Background: an optimization exercise with open tools, aiming at small area, a short achievable clock period and few clock cycles per item. Do not read the settings as production practice. At most, simulation tests tie the RTL to the original design; equivalence was not proved.

## v17
==> flow/design.v (excerpt) <==
module bitcoin_hash(input logic        clk, reset_n, start,
                    input logic [15:0] message_addr, output_addr,
                   output logic        done, mem_we,
                   output logic [15:0] mem_addr,
                   output logic [31:0] mem_write_data,
                    input logic [31:0] mem_read_data);
Settings: LEC_CHECK=0, ABC_AREA=1, CAP_MARGIN=20, CORE_MARGIN=2, CORE_UTILIZATION=50, SETUP_SLACK_MARGIN=5, SLEW_MARGIN=20; clock period 10.0 ns.
standard.sh (not shown) runs the stock make flow with config.mk's settings and CLKGATE_MAP_FILE= SYNTH_SCRIPT=/design/flow/synth_recipe.tcl, a recipe that flattens the netlist after the stock synthesis.
==> flow/flow/run.sh <==
#!/bin/bash
set -euo pipefail
MARGIN=6.5
bash standard.sh synth > synth.log 2>&1
sed 's/"\${@:-finish}"/SETUP_SLACK_MARGIN='"$MARGIN"' "${@:-finish}"/' standard.sh > standard_margin.sh
grep -q "SETUP_SLACK_MARGIN=$MARGIN" standard_margin.sh
bash standard_margin.sh finish > layout.log 2>&1
What v39 does differently from v17 at the input level:
==> flow/run.sh (new file) <==
#!/bin/bash
# synth_recipe.tcl (not shown) runs the flow's synth.tcl, then flattens the netlist and writes it again
# the make line also repeats each setting of config.mk as NAME=value (left out here)
make -C /OpenROAD-flow-scripts/flow DESIGN_CONFIG=/design/flow/config.mk WORK_HOME=/design/flow/orfs CLKGATE_MAP_FILE= SYNTH_SCRIPT=/design/flow/synth_recipe.tcl finish
removed: flow/flow/run.sh
removed: flow/standard.sh
[summary]
- Comparing v39 against v17, there is no change at all in cell count after synthesis.
- Critical path depth, v17 and v39: smaller value in v39
- The higher total met2 wirelength after detailed routing of v17 and v39 is in v17.
- For v17, the cell type of the slowest stage on the worst timing path was sky130_fd_sc_hd__fa_1, unlike v39, where it was sky130_fd_sc_hd__dfxtp_1.
- Status: number of max-slew violations in the final report parity (v39, v17)
- v39 against v17: global-route usage lost 1.9 points, area added between synthesis and finish lost 14 points, final cycle utilization of the critical path picked up an extra 3.3 points, number of sequential cells neither gained nor lost much.
No functional check of the RTL was part of any run of this note.

Another version of the RTL of bitcoin_hash (not shown whole).
Size: ~7600 cells after synthesis, ~1100 flip-flops, ~120 I/O pins, ~53000 um2 of cells after synthesis.
Settings: LEC_CHECK=0, ABC_AREA=1, CAP_MARGIN=20, CORE_MARGIN=2, CORE_UTILIZATION=60, CTS_CLUSTER_DIAMETER=100, CTS_CLUSTER_SIZE=20, SETUP_SLACK_MARGIN=5, SLEW_MARGIN=20; clock period 10.0 ns.
==> flow/flow/run.sh <==
#!/bin/bash
# Layout with the standard flow (standard.sh), with these changes:
#  - synthesis skips the full-adder extraction (ADDER_MAP_FILE empty), so the
#    carry-save adders of the SHA-256 round map to faster XOR/majority logic;
#    synthesis script, passes, flattening and renaming are otherwise standard;
#  - optionally, ports are buffered with buf_2 cells.
set -euo pipefail
EXTRA="ADDER_MAP_FILE= SETUP_SLACK_MARGIN=6.5 'BUFFER_PORTS_ARGS=-buffer_cell sky130_fd_sc_hd__buf_2'"
sed "s|\"\${@:-finish}\"|$EXTRA \"\${@:-finish}\"|" standard.sh > standard_own.sh
grep -q 'SETUP_SLACK_MARGIN=6.5' standard_own.sh
bash standard_own.sh synth > synth.log 2>&1
bash standard_own.sh finish > layout.log 2>&1
Testbench counts at the start, summed over its fixed seeds: cycles 90,360, hashes 640.
Edit:
Settings changed: CORE_UTILIZATION 60 to 40.
Result:
- synthesized cell count stays the same
- utilization drops by 23 points
- worst hold slack improves by 0.0077 ns
Edit:
Settings changed: CORE_UTILIZATION 40 to 30.
=> The changed run finished with timing, DRC and antenna clean; die area came out higher by about 33%; via count came out higher by 0.96%; utilization came out lower by 11 points; worst setup slack degrades by 0.049 ns; design area came out higher by about 3%; global-route usage came out lower by 6.3 points; clock-buffer cell count came out lower by 1.

Another version of the RTL of bitcoin_hash (not shown whole).
For scale: ~7100 cells after synthesis, about 1100 flip-flops, ~120 I/O pins, ~52000 sq um of cells after synthesis.
clock: 10.0 ns
lec_check: 0
abc_area: 1
cap_margin: 20
core_margin: 2
core_utilization: 65
cts_cluster_diameter: 100
cts_cluster_size: 20
setup_slack_margin: 5
slew_margin: 20
==> flow/flow/run.sh <==
#!/bin/bash
# Layout with the standard flow (standard.sh), with these changes:
#  - synthesis skips the full-adder extraction (ADDER_MAP_FILE empty), so the
#    carry-save adders of the SHA-256 round map to faster XOR/majority logic;
#    synthesis script, passes, flattening and renaming are otherwise standard;
#  - ports are buffered with buf_2 cells.
set -euo pipefail
EXTRA="ADDER_MAP_FILE= SETUP_SLACK_MARGIN=6.3 'BUFFER_PORTS_ARGS=-buffer_cell sky130_fd_sc_hd__buf_2'"
sed "s|\"\${@:-finish}\"|$EXTRA \"\${@:-finish}\"|" standard.sh > standard_own.sh
grep -q 'SETUP_SLACK_MARGIN=6.3' standard_own.sh
bash standard_own.sh synth > synth.log 2>&1
bash standard_own.sh finish > layout.log 2>&1
The baseline went through all stages and came out clean.
Rerun with:
==> flow/flow/run.sh (replaced) <==
#!/bin/bash
# Layout with the standard flow (standard.sh), with these changes:
#  - synthesis skips the full-adder extraction (ADDER_MAP_FILE empty), so the
#    carry-save adders of the SHA-256 round map to faster XOR/majority logic;
#    synthesis script, passes, flattening and renaming are otherwise standard;
#  - optionally, ports are buffered with buf_2 cells.
set -euo pipefail
EXTRA="ADDER_MAP_FILE= SETUP_SLACK_MARGIN=6.4"
sed "s|\"\${@:-finish}\"|$EXTRA \"\${@:-finish}\"|" standard.sh > standard_own.sh
grep -q 'SETUP_SLACK_MARGIN=6.4' standard_own.sh
bash standard_own.sh synth > synth.log 2>&1
bash standard_own.sh finish > layout.log 2>&1
- CORE_UTILIZATION: 65 -> 50
Result:
- critical path depth decreases by 2
- core utilization decreases by 15 points
- via count decreases by 5.9%
- hold slack gets worse by 0.0056 ns
- synthesized area stays the same
- wire length decreases by about 1.4%
- sequential share of layout area decreases by 1.1 points
- setup slack gets better by 0.20 ns
Function was not checked in any run of this note: the RTL went through the layout flow alone.

Setup of run B:
Another version of the RTL of bitcoin_hash (not shown whole).
Size: roughly 7400 cells after synthesis, roughly 1100 flip-flops, ~120 I/O pins, ~0.053 sq mm of cells after synthesis.
clock: 10.0 ns
lec_check: 0
abc_area: 1
cap_margin: 20
core_margin: 2
core_utilization: 40
cts_cluster_diameter: 100
cts_cluster_size: 20
place_density: 0.8
setup_slack_margin: 5
slew_margin: 20
==> flow/flow/run.sh <==
#!/bin/bash
# Layout with the standard flow (standard.sh), with these changes:
#  - synthesis skips the full-adder extraction (ADDER_MAP_FILE empty), so the
#    carry-save adders of the SHA-256 round map to faster XOR/majority logic;
#    synthesis script, passes, flattening and renaming are otherwise standard;
#  - optionally, ports are buffered with buf_2 cells.
set -euo pipefail
EXTRA="ADDER_MAP_FILE= SETUP_SLACK_MARGIN=6.6 'BUFFER_PORTS_ARGS=-buffer_cell sky130_fd_sc_hd__buf_2'"
sed "s|\"\${@:-finish}\"|$EXTRA \"\${@:-finish}\"|" standard.sh > standard_own.sh
grep -q 'SETUP_SLACK_MARGIN=6.6' standard_own.sh
bash standard_own.sh synth > synth.log 2>&1
bash standard_own.sh finish > layout.log 2>&1
Testbench counts of run B, summed over its fixed seeds: cycles 90,360, hashes 640.
The inputs of run H differ from those of run B as listed below.
--- a/flow/flow/run.sh
+++ b/flow/flow/run.sh
@@ -7,5 +7,5 @@
 set -euo pipefail
-EXTRA="ADDER_MAP_FILE= SETUP_SLACK_MARGIN=6.6 'BUFFER_PORTS_ARGS=-buffer_cell sky130_fd_sc_hd__buf_2'"
+EXTRA="ADDER_MAP_FILE= SETUP_SLACK_MARGIN=6.5 'BUFFER_PORTS_ARGS=-buffer_cell sky130_fd_sc_hd__buf_2'"
 sed "s|\"\${@:-finish}\"|$EXTRA \"\${@:-finish}\"|" standard.sh > standard_own.sh
-grep -q 'SETUP_SLACK_MARGIN=6.6' standard_own.sh
+grep -q 'SETUP_SLACK_MARGIN=6.5' standard_own.sh
 bash standard_own.sh synth > synth.log 2>&1
--- outcome ---
Count of filler cells inserted in the layout grows slightly when moving from run B to run H. Sum of met2 wire segment lengths after detailed routing for run H is lower than for run B. In run H, the number of logic stages on the critical path including buffering came out 1 above the value in run B. Fmax: run H lower than run B. Higher design area among run B and run H: run B. Compared with run B, in run H share of the core filled with cells dropped 0.86 points, share of cells above drive strength 1 dropped 2.6 points, worst hold slack barely changed. The first-pass GRT wire length in run H sits 1500 microns below the value recorded for run B.

bitcoin_hash, a different RTL version from the one above (not shown whole).
For scale: roughly 7,300 cells after synthesis, roughly 1,100 flip-flops, ~120 I/O pins.
clock: 10.0 ns
lec_check: 0
abc_area: 1
cap_margin: 20
core_margin: 2
core_utilization: 40
cts_cluster_diameter: 100
cts_cluster_size: 20
place_density: 0.8
setup_slack_margin: 5
slew_margin: 20
==> flow/flow/run.sh <==
#!/bin/bash
# Layout with the standard flow (standard.sh), with these changes:
#  - synthesis skips the full-adder extraction (ADDER_MAP_FILE empty), so the
#    carry-save adders of the SHA-256 round map to faster XOR/majority logic;
#    synthesis script, passes, flattening and renaming are otherwise standard;
#  - optionally, ports are buffered with buf_2 cells.
set -euo pipefail
EXTRA="ADDER_MAP_FILE= SETUP_SLACK_MARGIN=6.55 'BUFFER_PORTS_ARGS=-buffer_cell sky130_fd_sc_hd__buf_2'"
sed "s|\"\${@:-finish}\"|$EXTRA \"\${@:-finish}\"|" standard.sh > standard_own.sh
grep -q 'SETUP_SLACK_MARGIN=6.55' standard_own.sh
bash standard_own.sh synth > synth.log 2>&1
bash standard_own.sh finish > layout.log 2>&1
The starting point went through all stages and came out clean.
Edit:
--- a/flow/flow/run.sh
+++ b/flow/flow/run.sh
@@ -6,7 +6,7 @@
 #  - optionally, ports are buffered with buf_2 cells.
 set -euo pipefail
-EXTRA="ADDER_MAP_FILE= SETUP_SLACK_MARGIN=6.55 'BUFFER_PORTS_ARGS=-buffer_cell sky130_fd_sc_hd__buf_2'"
+EXTRA="ADDER_MAP_FILE= SETUP_SLACK_MARGIN=6.5 'BUFFER_PORTS_ARGS=-buffer_cell sky130_fd_sc_hd__buf_2'"
 sed "s|\"\${@:-finish}\"|$EXTRA \"\${@:-finish}\"|" standard.sh > standard_own.sh
-grep -q 'SETUP_SLACK_MARGIN=6.55' standard_own.sh
+grep -q 'SETUP_SLACK_MARGIN=6.5' standard_own.sh
 bash standard_own.sh synth > synth.log 2>&1
 bash standard_own.sh finish > layout.log 2>&1
Result:
- final cell count drops by 0.36%
- clock-buffer cell count is unchanged
- global-route usage is about the same
- non-clock buffer count came out lower by 29
No functional check of the RTL was part of any run of this note.

Another version of the RTL of bitcoin_hash (not shown whole).
For scale: about 7200 cells after synthesis, roughly 1100 flip-flops, about 120 I/O pins, about 53000 µm² of cells after synthesis.
export LEC_CHECK = 0
export ABC_AREA = 1
export CAP_MARGIN = 20
export CORE_MARGIN = 2
export CORE_UTILIZATION = 50
export SETUP_SLACK_MARGIN = 5
export SLEW_MARGIN = 20
create_clock -name core_clock -period 10.0 [get_ports {clk}]
==> flow/flow/run.sh <==
#!/bin/bash
# Layout with the standard flow (standard.sh), except that synthesis skips
# the full-adder extraction (ADDER_MAP_FILE empty): the carry-save adders of
# the SHA-256 round then map to faster XOR/majority logic. Synthesis script,
# passes, flattening and renaming are otherwise the standard ones.
set -euo pipefail
sed 's/"\${@:-finish}"/ADDER_MAP_FILE= "${@:-finish}"/' standard.sh > standard_nofa.sh
grep -q 'ADDER_MAP_FILE= ' standard_nofa.sh
bash standard_nofa.sh synth > synth.log 2>&1
bash standard_nofa.sh finish > layout.log 2>&1
The first run finished clean.
Change:
==> flow/flow/run.sh (replaced) <==
#!/bin/bash
set -euo pipefail
sed 's/"\${@:-finish}"/ADDER_MAP_FILE= "${@:-finish}"/' standard.sh > standard_nofa.sh
sed 's/"\${@:-finish}"/ADDER_MAP_FILE= SETUP_SLACK_MARGIN=6.4 "${@:-finish}"/' standard.sh > standard_margin.sh
grep -q 'ADDER_MAP_FILE= ' standard_nofa.sh
grep -q 'SETUP_SLACK_MARGIN=6.4 ' standard_margin.sh
bash standard_nofa.sh synth > synth.log 2>&1
bash standard_margin.sh finish > layout.log 2>&1
Result:
- synthesized area stays the same
- wire length increases by 3.0%
- setup slack gains 1.0 ns
No run of this note included a check of the RTL's function; only the layout flow was run.

bitcoin_hash, a different RTL version from the one above (not shown whole).
Size: about 7500 cells after synthesis, ~1100 flip-flops, about 120 I/O pins, ~0.052 mm2 of cells after synthesis.
clock: 10.0 ns
lec_check: 0
abc_area: 1
cap_margin: 20
core_margin: 2
core_utilization: 40
cts_buf_list: sky130_fd_sc_hd__clkbuf_8
cts_cluster_diameter: 60
cts_cluster_size: 14
place_density: 0.8
setup_slack_margin: 5
slew_margin: 20
==> flow/flow/run.sh <==
#!/bin/bash
# Layout with the standard flow (standard.sh), with these changes:
#  - synthesis skips the full-adder extraction (ADDER_MAP_FILE empty), so the
#    carry-save adders of the SHA-256 round map to faster XOR/majority logic;
#    synthesis script, passes, flattening and renaming are otherwise standard;
#  - optionally, ports are buffered with buf_2 cells.
set -euo pipefail
EXTRA="ADDER_MAP_FILE= SETUP_SLACK_MARGIN=6.5 'BUFFER_PORTS_ARGS=-buffer_cell sky130_fd_sc_hd__buf_2'"
sed "s|\"\${@:-finish}\"|$EXTRA \"\${@:-finish}\"|" standard.sh > standard_own.sh
grep -q 'SETUP_SLACK_MARGIN=6.5' standard_own.sh
bash standard_own.sh synth > synth.log 2>&1
bash standard_own.sh finish > layout.log 2>&1
Testbench counts at the start, summed over its fixed seeds: cycles 90,360, hashes 640.
Rerun with:
- CTS_BUF_LIST: sky130_fd_sc_hd__clkbuf_8 -> unset
- CTS_CLUSTER_DIAMETER: 60 -> 100
- CTS_CLUSTER_SIZE: 14 -> 20
=>
- design area hardly moves
- setup slack is better by 21 ps
- count of clock-buffer cells in the layout is lower by 33
- first-iteration DRC count goes up by a few percent

Setup of raven:
RTL: one of the versions met above, not the one the previous note started from.
Size in the first run: roughly 7600 cells after synthesis, ~1100 flip-flops, ~120 I/O pins, roughly 53000 sq um of cells after synthesis.
Settings: LEC_CHECK=0, ABC_AREA=1, CAP_MARGIN=20, CORE_MARGIN=2, CORE_UTILIZATION=50, CTS_CLUSTER_DIAMETER=100, CTS_CLUSTER_SIZE=20, SETUP_SLACK_MARGIN=5, SLEW_MARGIN=20; clock period 10.0 ns.
==> flow/flow/run.sh <==
#!/bin/bash
# Layout with the standard flow (standard.sh), with these changes:
#  - synthesis skips the full-adder extraction (ADDER_MAP_FILE empty), so the
#    carry-save adders of the SHA-256 round map to faster XOR/majority logic;
#    synthesis script, passes, flattening and renaming are otherwise standard;
#  - optionally, ports are buffered with buf_2 cells.
set -euo pipefail
EXTRA="ADDER_MAP_FILE= SETUP_SLACK_MARGIN=6.6 'BUFFER_PORTS_ARGS=-buffer_cell sky130_fd_sc_hd__buf_2'"
sed "s|\"\${@:-finish}\"|$EXTRA \"\${@:-finish}\"|" standard.sh > standard_own.sh
grep -q 'SETUP_SLACK_MARGIN=6.6' standard_own.sh
bash standard_own.sh synth > synth.log 2>&1
bash standard_own.sh finish > layout.log 2>&1
Testbench counts of raven, summed over its fixed seeds: cycles 90,360, hashes 640.
--- input diff raven..maple ---
diff --git a/flow/flow/run.sh b/flow/flow/run.sh
--- a/flow/flow/run.sh
+++ b/flow/flow/run.sh
@@ -8 +8 @@
-EXTRA="ADDER_MAP_FILE= SETUP_SLACK_MARGIN=6.6 'BUFFER_PORTS_ARGS=-buffer_cell sky130_fd_sc_hd__buf_2'"
+EXTRA="ADDER_MAP_FILE= SETUP_SLACK_MARGIN=6.5 'BUFFER_PORTS_ARGS=-buffer_cell sky130_fd_sc_hd__buf_2'"
@@ -10 +10 @@
-grep -q 'SETUP_SLACK_MARGIN=6.6' standard_own.sh
+grep -q 'SETUP_SLACK_MARGIN=6.5' standard_own.sh
### Flow results
- Sequential share of layout area, maple and raven: higher on maple
- Relative to raven, fraction of layout cells with a size suffix above 1 decreased by 3.7 points in maple.
- maple: non-filler instance count after layout is 50 lower than what raven reported.
- Compared with raven, in maple worst setup slack after layout saw a decrease.
- As far as multi-input combinational gate total is concerned, raven and maple perform about the same.
- NOTE: number of gates on the worst path with buffers counted in maple falls short of that of raven
[inputs] willow vs maple
diff --git a/flow/flow/run.sh b/flow/flow/run.sh
--- a/flow/flow/run.sh
+++ b/flow/flow/run.sh
@@ -8 +8 @@
-EXTRA="ADDER_MAP_FILE= SETUP_SLACK_MARGIN=6.5 'BUFFER_PORTS_ARGS=-buffer_cell sky130_fd_sc_hd__buf_2'"
+EXTRA="ADDER_MAP_FILE= SETUP_SLACK_MARGIN=6.4 'BUFFER_PORTS_ARGS=-buffer_cell sky130_fd_sc_hd__buf_2'"
@@ -10 +10 @@
-grep -q 'SETUP_SLACK_MARGIN=6.5' standard_own.sh
+grep -q 'SETUP_SLACK_MARGIN=6.4' standard_own.sh
[summary]
- Setup slack: willow less than maple
### willow -> tundra
==> flow/flow/run.sh <==
#!/bin/bash
# Layout with the standard flow (standard.sh), with these changes:
#  - synthesis skips the full-adder extraction (ADDER_MAP_FILE empty) and maps
#    with the ABC script flow/abc_map.script (through a copy of the ORFS
#    scripts folder); synthesis passes, flattening and renaming are otherwise
#    the standard ones;
#  - ports are buffered with buf_2 cells.
set -euo pipefail
rm -rf orfs_scripts
cp -r "$FLOW_HOME/scripts" orfs_scripts
cp flow/abc_map.script orfs_scripts/abc_area.script
EXTRA="ADDER_MAP_FILE= SETUP_SLACK_MARGIN=6.4 'BUFFER_PORTS_ARGS=-buffer_cell sky130_fd_sc_hd__buf_2'"
sed "s|\"\${@:-finish}\"|$EXTRA \"\${@:-finish}\"|" standard.sh > standard_own.sh
sed "s|\"\${@:-finish}\"|SCRIPTS_DIR=$PWD/orfs_scripts $EXTRA \"\${@:-finish}\"|" standard.sh > standard_synth.sh
grep -q 'SETUP_SLACK_MARGIN=6.4' standard_own.sh
grep -q 'SCRIPTS_DIR=' standard_synth.sh
bash standard_synth.sh synth > synth.log 2>&1
bash standard_own.sh finish > layout.log 2>&1
==> flow/flow/abc_map.script (new file) <==
strash; dch; amap; topo; stime -c; buffer -c; upsize -c; dnsize -c
Results
- tundra went all the way through synthesis, placement and routing and the layout is clean on timing, DRC and antenna.
- Per the comparison of tundra with willow, wire length barely changed; cell area after synthesis now smaller.
- Design area on tundra is up relative to willow.
What delta does differently from tundra at the input level:
Settings: CAP_MARGIN now 10, was 20; SLEW_MARGIN now 10, was 20.
==> flow/flow/run.sh <==
#!/bin/bash
# Layout with the standard flow (standard.sh), with these changes:
#  - synthesis skips the full-adder extraction (ADDER_MAP_FILE empty), so the
#    carry-save adders of the SHA-256 round map to faster XOR/majority logic;
#    synthesis script, passes, flattening and renaming are otherwise standard;
#  - optionally, ports are buffered with buf_2 cells.
set -euo pipefail
EXTRA="ADDER_MAP_FILE= SETUP_SLACK_MARGIN=6.5 'BUFFER_PORTS_ARGS=-buffer_cell sky130_fd_sc_hd__buf_2'"
sed "s|\"\${@:-finish}\"|$EXTRA \"\${@:-finish}\"|" standard.sh > standard_own.sh
grep -q 'SETUP_SLACK_MARGIN=6.5' standard_own.sh
bash standard_own.sh synth > synth.log 2>&1
bash standard_own.sh finish > layout.log 2>&1
removed: flow/flow/abc_map.script
==> summary.txt <==
- delta reports a lower global routing usage on met3 than tundra does.
- Compared delta vs tundra, and max-slew headroom at the worst pin is up in delta.
- Launching element of the worst setup path: e[14] -> tundra, e[8] -> delta
- Summary: with tundra as the reference, combined area of all synthesized cells in delta moved up by more than 10%.
> inputs changed (delta -> harbor)
Settings: CAP_MARGIN: 10 -> 20; SLEW_MARGIN: 10 -> 20.
==> flow/flow/run.sh <==
#!/bin/bash
# Layout with the standard flow (standard.sh), with these changes:
#  - synthesis skips the full-adder extraction (ADDER_MAP_FILE empty) and maps
#    with the ABC script flow/abc_map.script (through a copy of the ORFS
#    scripts folder); synthesis passes, flattening and renaming are otherwise
#    the standard ones;
#  - ports are buffered with buf_2 cells.
set -euo pipefail
rm -rf orfs_scripts
cp -r "$FLOW_HOME/scripts" orfs_scripts
cp flow/abc_map.script orfs_scripts/abc_area.script
EXTRA="ADDER_MAP_FILE= SETUP_SLACK_MARGIN=6.4 'BUFFER_PORTS_ARGS=-buffer_cell sky130_fd_sc_hd__buf_2'"
sed "s|\"\${@:-finish}\"|$EXTRA \"\${@:-finish}\"|" standard.sh > standard_own.sh
sed "s|\"\${@:-finish}\"|SCRIPTS_DIR=$PWD/orfs_scripts $EXTRA \"\${@:-finish}\"|" standard.sh > standard_synth.sh
grep -q 'SETUP_SLACK_MARGIN=6.4' standard_own.sh
grep -q 'SCRIPTS_DIR=' standard_synth.sh
bash standard_synth.sh synth > synth.log 2>&1
bash standard_own.sh finish > layout.log 2>&1
==> flow/flow/abc_map.script (new file) <==
strash; dch; map -a; topo; stime -c; buffer -c; upsize -c; dnsize -c
## What came out
Having completed the whole flow, harbor delivered a layout that passed the timing, DRC and antenna checks.
Any difference in design area between delta and harbor is small enough to ignore.
Comparing harbor and delta, the higher standard cell area after detailed placement was measured on delta.
Measured against each other, harbor and delta differ in met2 wire length, the lower figure coming from harbor.
Re met2 routing resource usage after global routing: delta was lower than harbor.
harbor vs delta, timing startpoint of the critical path: kidx[1] vs e[8]
Between harbor and delta, the difference in data required time of the critical path is negligible.
delta ended up with more cell instances than harbor did.
Between harbor and delta, the sequential share of layout area figures differ only marginally.

-- what the ideal ports hide --
The flow's constraints put no driver on any port. The routed layouts listed below were extracted and timed again, unchanged, in two steps. Step 1: set_driving_cell puts a clkbuf_16 on clk and a buf_2 on each other input, an assumption about the parent block. Step 2 adds t to the input delays and takes it off the output delays; t is the mean of the earliest and latest rising clock arrival at the registers after step 1. Input paths then give back, and output paths get back, about the clock's delay inside the block. Three values: no drivers, after step 1, after step 2; two values: the first two.
run	shift t [ns]	setup WS [ns]	worst data-port slew with drivers (ns)	cell pins on the clock port's net
v17	0.792	5.523 / 5.523 / 5.523	0.05	1
v39	0.786	5.196 / 5.196 / 5.196	0.04	1
the first run of note 2	0.731	6.461 / 6.461 / 6.461	0.05	1
the second run of note 2	0.784	6.520 / 6.440 / 6.556	0.04	1
the third run of note 2	0.743	6.471 / 6.471 / 6.471	0.08	1
the first run of note 3	0.736	6.124 / 6.124 / 6.124	0.13	1
the second run of note 3	0.754	6.321 / 6.321 / 6.321	0.10	1
run B	0.745	6.620 / 6.550 / 6.626	0.13	1
run H	0.740	6.578 / 6.508 / 6.622	0.13	1
the first run of note 5	0.772	6.509 / 6.502 / 6.509	0.08	1
the second run of note 5	0.770	6.363 / 6.363 / 6.363	0.07	1
the first run of note 6	0.782	5.413 / 5.413 / 5.413	0.05	1
the second run of note 6	0.780	6.418 / 6.393 / 6.418	0.05	1
the first run of note 7	0.919	6.550 / 6.478 / 6.562	0.07	1
the second run of note 7	0.763	6.570 / 6.494 / 6.570	0.06	1
raven	0.747	6.522 / 6.522 / 6.522	0.06	1
maple	0.748	6.464 / 6.464 / 6.464	0.06	1
willow	0.746	6.346 / 6.346 / 6.346	0.06	1
tundra	0.742	4.473 / 4.473 / 4.473	0.05	1
delta	0.746	6.480 / 6.480 / 6.480	0.06	1
harbor	0.750	5.363 / 5.363 / 5.363	0.07	1
After both steps every run listed still meets setup and hold.
